What follows belongs to an exercise in optimizing a design on an open flow for small area, a short achievable clock period and few clock cycles per item; a production flow would make more cautious choices. Function was checked by simulation only, so behaviour that the tests miss may differ from the original.

Design Bicubic, start of the top module:
module Bicubic(
           input CLK,
           input RST,
           input enable,
           input [7:0] input_data,
           output reg [13:0] iaddr,
           output reg ird,
           output reg we,
           output reg [13:0] waddr,
           output reg [7:0] output_data,
           input [6:0] V0,
           input [6:0] H0,
           input [4:0] SW,
           input [4:0] SH,
           input [5:0] TW,
           input [5:0] TH,
           output reg DONE
       );
export LEC_CHECK = 0
export CAP_MARGIN = 20
export CORE_MARGIN = 2
export CORE_UTILIZATION = 40
export SLEW_MARGIN = 20
create_clock -name core_clock -period 110.0 [get_ports {CLK}]
standard.sh (not shown) runs the stock make flow with config.mk's settings and CLKGATE_MAP_FILE= SYNTH_SCRIPT=/design/flow/synth_recipe.tcl, a recipe that flattens the netlist after the stock synthesis.
==> flow/flow/run.sh <==
#!/bin/bash
# Layout flow: the standard flow (standard.sh) with two changes.
#  1. After the standard synthesis, flow/polar.py removes inverters between
#     full-adder cells: a full adder is self-dual, so feeding some adders the
#     complements of their inputs (and taking complemented outputs) makes most of
#     the inverters that synthesis left between adders unnecessary (two-input
#     gates that drive inverters may also be swapped for their complement, e.g.
#     and2 for nand2). Registers and
#     all other cells are untouched; the netlist stays logically equivalent.
#  2. Ports are buffered with sky130_fd_sc_hd__buf_2 (buffer_ports -buffer_cell)
#     instead of the default cell; every port still gets its buffer.
# Each tool's output goes to a log file in this folder.
set -euo pipefail
R="$PWD/orfs/results/${FLOW_PLATFORM}/Bicubic/base"
bash standard.sh "$R/1_2_yosys.v" > synth.log 2>&1
cp "$R/1_2_yosys.v" "$R/1_2_yosys.std.v"
python3 flow/polar.py "$R/1_2_yosys.std.v" "$R/1_2_yosys.v" > polar.log 2>&1
export BUFFER_PORTS_ARGS="-buffer_cell sky130_fd_sc_hd__buf_2"
export CTS_ARGS="-sink_clustering_enable -repair_clock_nets -dont_use_dummy_load -sink_clustering_size 30 -sink_clustering_max_diameter 60"
bash standard.sh > layout.log 2>&1
Other scripts of this flow, unchanged in this note and not shown: flow/flow/polar.py
Testbench counts at the start, summed over its fixed seeds: cycles 88,702, pixels 56,749.
Then changed:
--- a/flow/flow/run.sh
+++ b/flow/flow/run.sh
@@ -19 +18,0 @@
-export CTS_ARGS="-sink_clustering_enable -repair_clock_nets -dont_use_dummy_load -sink_clustering_size 30 -sink_clustering_max_diameter 60"
ABC_AREA = 1   (was not set)
Die area rose by 0.61%.
Synthesized cell count rises by 16%.
Wire length went up by 5.1%.
Final cell count climbs by 12%.
Sequential cell count stays the same.
Clock-buffer cell count goes up by 26.
Setup slack loses 0.053 ns.
Maximum frequency hardly moves.
Hold slack loses 0.023 ns.
Area after synthesis came out higher by 0.62%.


Bicubic again, from the RTL that the note above started with.
Settings: LEC_CHECK=0, CAP_MARGIN=20, CORE_MARGIN=2, CORE_UTILIZATION=40, SLEW_MARGIN=20; clock period 110.0 ns.
==> flow/flow/run.sh <==
#!/bin/bash
# Layout flow: the standard flow (standard.sh) with three changes.
#  1. After the standard synthesis, flow/polar.py removes inverters between
#     full-adder cells: a full adder is self-dual, so feeding some adders the
#     complements of their inputs (and taking complemented outputs) makes most of
#     the inverters that synthesis left between adders unnecessary (two-input
#     gates that drive inverters may also be swapped for their complement, e.g.
#     and2 for nand2). Registers and all other cells are untouched; the
#     netlist stays logically equivalent.
#  2. Ports are buffered with sky130_fd_sc_hd__buf_2 (buffer_ports -buffer_cell)
#     instead of the default cell; every port still gets its buffer.
#  3. Clock tree synthesis without dummy loads and with sink clusters of up to
#     24 flip-flops within 120 um (fewer, fuller leaf buffers); the clock still
#     reaches every register through buffers.
# Each tool's output goes to a log file in this folder.
set -euo pipefail
R="$PWD/orfs/results/${FLOW_PLATFORM}/Bicubic/base"
bash standard.sh "$R/1_2_yosys.v" > synth.log 2>&1
cp "$R/1_2_yosys.v" "$R/1_2_yosys.std.v"
python3 flow/polar.py "$R/1_2_yosys.std.v" "$R/1_2_yosys.v" > polar.log 2>&1
export BUFFER_PORTS_ARGS="-buffer_cell sky130_fd_sc_hd__buf_2"
export CTS_ARGS="-sink_clustering_enable -repair_clock_nets -dont_use_dummy_load -sink_clustering_size 24 -sink_clustering_max_diameter 120"
bash standard.sh > layout.log 2>&1
Other scripts of this flow, unchanged in this note and not shown: flow/flow/polar.py
The baseline finished with timing, DRC and antenna clean.
Testbench counts at the start, summed over its fixed seeds: cycles 88,702, pixels 56,749.
Then changed:
--- a/flow/flow/run.sh
+++ b/flow/flow/run.sh
@@ -2 +2 @@
-# Layout flow: the standard flow (standard.sh) with three changes.
+# Layout flow: the standard flow (standard.sh) with two changes.
@@ -8,2 +8,2 @@
-#     and2 for nand2). Registers and all other cells are untouched; the
-#     netlist stays logically equivalent.
+#     and2 for nand2). Registers and
+#     all other cells are untouched; the netlist stays logically equivalent.
@@ -12,3 +11,0 @@
-#  3. Clock tree synthesis without dummy loads and with sink clusters of up to
-#     24 flip-flops within 120 um (fewer, fuller leaf buffers); the clock still
-#     reaches every register through buffers.
@@ -22 +18,0 @@
-export CTS_ARGS="-sink_clustering_enable -repair_clock_nets -dont_use_dummy_load -sink_clustering_size 24 -sink_clustering_max_diameter 120"
- CORE_UTILIZATION: 40 -> 60
- PLACE_DENSITY: not set -> 0.75
=>
- fmax barely changes
- routed wire length is lower by 3.1%
- flip-flop and latch count is unchanged
- clock-buffer cell count is higher by 45


## run A
Starting RTL as in the previous note.
Settings: LEC_CHECK=0, CAP_MARGIN=20, CORE_MARGIN=2, CORE_UTILIZATION=40, SLEW_MARGIN=20; clock period 110.0 ns.
==> flow/flow/run.sh <==
#!/bin/bash
# Layout flow: the standard flow (standard.sh) with two changes.
#  1. After the standard synthesis, flow/polar.py removes inverters between
#     full-adder cells: a full adder is self-dual, so feeding some adders the
#     complements of their inputs (and taking complemented outputs) makes most of
#     the inverters that synthesis left between adders unnecessary (two-input
#     gates that drive inverters may also be swapped for their complement, e.g.
#     and2 for nand2). Registers and
#     all other cells are untouched; the netlist stays logically equivalent.
#  2. Ports are buffered with sky130_fd_sc_hd__buf_2 (buffer_ports -buffer_cell)
#     instead of the default cell; every port still gets its buffer.
# Each tool's output goes to a log file in this folder.
set -euo pipefail
R="$PWD/orfs/results/${FLOW_PLATFORM}/Bicubic/base"
bash standard.sh "$R/1_2_yosys.v" > synth.log 2>&1
cp "$R/1_2_yosys.v" "$R/1_2_yosys.std.v"
python3 flow/polar.py "$R/1_2_yosys.std.v" "$R/1_2_yosys.v" > polar.log 2>&1
export BUFFER_PORTS_ARGS="-buffer_cell sky130_fd_sc_hd__buf_2"
export CTS_ARGS="-sink_clustering_enable -repair_clock_nets -dont_use_dummy_load"
bash standard.sh > layout.log 2>&1
Other scripts of this flow, unchanged in this note and not shown: flow/flow/polar.py
Testbench counts of run A, summed over its fixed seeds: cycles 88,702, pixels 56,749.
Edits applied to the flow inputs when going from run A to run B:
diff --git a/flow/flow/run.sh b/flow/flow/run.sh
--- a/flow/flow/run.sh
+++ b/flow/flow/run.sh
@@ -11,0 +12,3 @@
+#  3. Clock tree synthesis without dummy loads and with sink clusters of up to
+#     30 flip-flops within 60 um (fewer, fuller leaf buffers); the clock still
+#     reaches every register through buffers.
@@ -19 +22 @@
-export CTS_ARGS="-sink_clustering_enable -repair_clock_nets -dont_use_dummy_load"
+export CTS_ARGS="-sink_clustering_enable -repair_clock_nets -dont_use_dummy_load -sink_clustering_size 24 -sink_clustering_max_diameter 120"
Findings:
Comparing run A against run B, there is no change at all in non-clock buffer count. In the tables for run A and run B, initial antenna violation count reads higher with run A. Comparing tightest hold margin for run A and run B, the smaller number came from run B.
Setup changes, run B to run C
diff --git a/flow/flow/run.sh b/flow/flow/run.sh
--- a/flow/flow/run.sh
+++ b/flow/flow/run.sh
@@ -12,3 +11,0 @@
-#  3. Clock tree synthesis without dummy loads and with sink clusters of up to
-#     30 flip-flops within 60 um (fewer, fuller leaf buffers); the clock still
-#     reaches every register through buffers.
@@ -22 +18,0 @@
-export CTS_ARGS="-sink_clustering_enable -repair_clock_nets -dont_use_dummy_load -sink_clustering_size 24 -sink_clustering_max_diameter 120"
diff --git a/flow/config.mk b/flow/config.mk
--- a/flow/config.mk
+++ b/flow/config.mk
@@ -10 +10 @@
-export CORE_UTILIZATION = 40
+export CORE_UTILIZATION = 60
--- outcome ---
Run C ended with every stage complete and zero timing, DRC or antenna violations.
Re sequential share of layout area: run B was higher than run C.
On fmax, run B and run C are neck and neck.
Run C against run B: worst hold slack now larger; final weighted congestion of routability-driven global placement now larger.
Modified inputs, run D compared to run C
diff --git a/flow/config.mk b/flow/config.mk
--- a/flow/config.mk
+++ b/flow/config.mk
@@ -8 +8 @@
-export CAP_MARGIN = 20
+export CAP_MARGIN = 0
@@ -10,2 +10,2 @@
-export CORE_UTILIZATION = 60
-export SLEW_MARGIN = 20
+export CORE_UTILIZATION = 40
+export SLEW_MARGIN = 0
==> comparison <==
| clock tree skew after final layout | lower: run D |. The core of run D is less densely filled than that of run C. In terms of multi-input logic area, run C and run D differ only marginally. Area growth from synthesis to final layout: run D > run C. Relative to run C, fill cell total of the finished layout has increased by 71% in run D. In run D, the total detailed-routing wirelength came out 4300 µm below the value in run C. Run D and run C ended up with nearly the same share of the clock period used by the worst path after layout. Summary of run D over run C: full die area shows an increase of about 50%, cell area shows an increase of 1.1%.
For run E, these inputs were changed with respect to run D:
diff --git a/flow/config.mk b/flow/config.mk
--- a/flow/config.mk
+++ b/flow/config.mk
@@ -8 +8 @@
-export CAP_MARGIN = 0
+export CAP_MARGIN = 20
@@ -11 +11 @@
-export SLEW_MARGIN = 0
+export SLEW_MARGIN = 20
==> comparison <==
Between run D and run E, the final period utilization figures differ only marginally.
Between run E and run D, the via count figures differ only marginally.
Diff run D -> run E: max-slew headroom at the worst pin picked up an extra 11 points; post-route minimum period increased by 0.0030 ns relative to the old numbers; met1 layer usage reported by global route saw little to no change.
The via count of the first global-routing pass of run D and that of run E are within noise of each other.
Compared run E against run D; routed wire length within noise.
Compared run E against run D; biggest cell delay along the critical path within noise.
Going from run D to run E, non-clock buffer count grows by 0.61%.
--- input diff run E..run F ---
diff --git a/flow/flow/run.sh b/flow/flow/run.sh
--- a/flow/flow/run.sh
+++ b/flow/flow/run.sh
@@ -11,0 +12,3 @@
+#  3. Clock tree synthesis without dummy loads and with sink clusters of up to
+#     30 flip-flops within 60 um (fewer, fuller leaf buffers); the clock still
+#     reaches every register through buffers.
@@ -18,0 +22 @@
+export CTS_ARGS="-sink_clustering_enable -repair_clock_nets -dont_use_dummy_load -sink_clustering_size 30 -sink_clustering_max_diameter 60"
==> comparison <==
- Summary of run F over run E: total via count in the routed design ~0 delta; clock-pin slew on the worst setup and hold paths +0.03 ns; detailed-routed wire length on met3 -310 µm.

## static timing again, ports no longer ideal
How much do the figures lean on ideal ports? The routed layouts below were timed once more, with nothing changed but the port constraints. Step 1 (the two cells are an assumption about what drives the block):
set clk [get_ports {CLK}]
set_driving_cell -lib_cell sky130_fd_sc_hd__clkbuf_16 $clk
set_driving_cell -lib_cell sky130_fd_sc_hd__buf_2 [delete_from_list [all_inputs] $clk]
Step 2, shift: input delay + t, output delay - t, t = (earliest + latest rising clock arrival at the registers) / 2. This alone moves slack from input paths to output paths. Three values: ideal, step 1, step 2; two values: the first two.
run | shift t [ns] | setup WS [ns] | worst setup path after step 2
the first run of note 1 | 0.690 | 86.722 / 86.645 / 87.334 | register to output
the second run of note 1 | 0.726 | 86.668 / 86.600 / 87.326 | register to output
the first run of note 2 | 0.681 | 86.691 / 86.623 / 87.304 | register to output
the second run of note 2 | 0.687 | 86.712 / 86.648 / 87.335 | register to output
run A | 0.693 | 86.713 / 86.640 / 87.333 | register to output
run B | 0.681 | 86.691 / 86.623 / 87.304 | register to output
run C | 0.735 | 86.683 / 86.612 / 87.347 | register to output
run D | 0.711 | 86.705 / 86.636 / 87.347 | register to output
run E | 0.712 | 86.702 / 86.636 / 87.348 | register to output
run F | 0.690 | 86.722 / 86.645 / 87.334 | register to output
After both steps setup and hold are still met in every run listed.
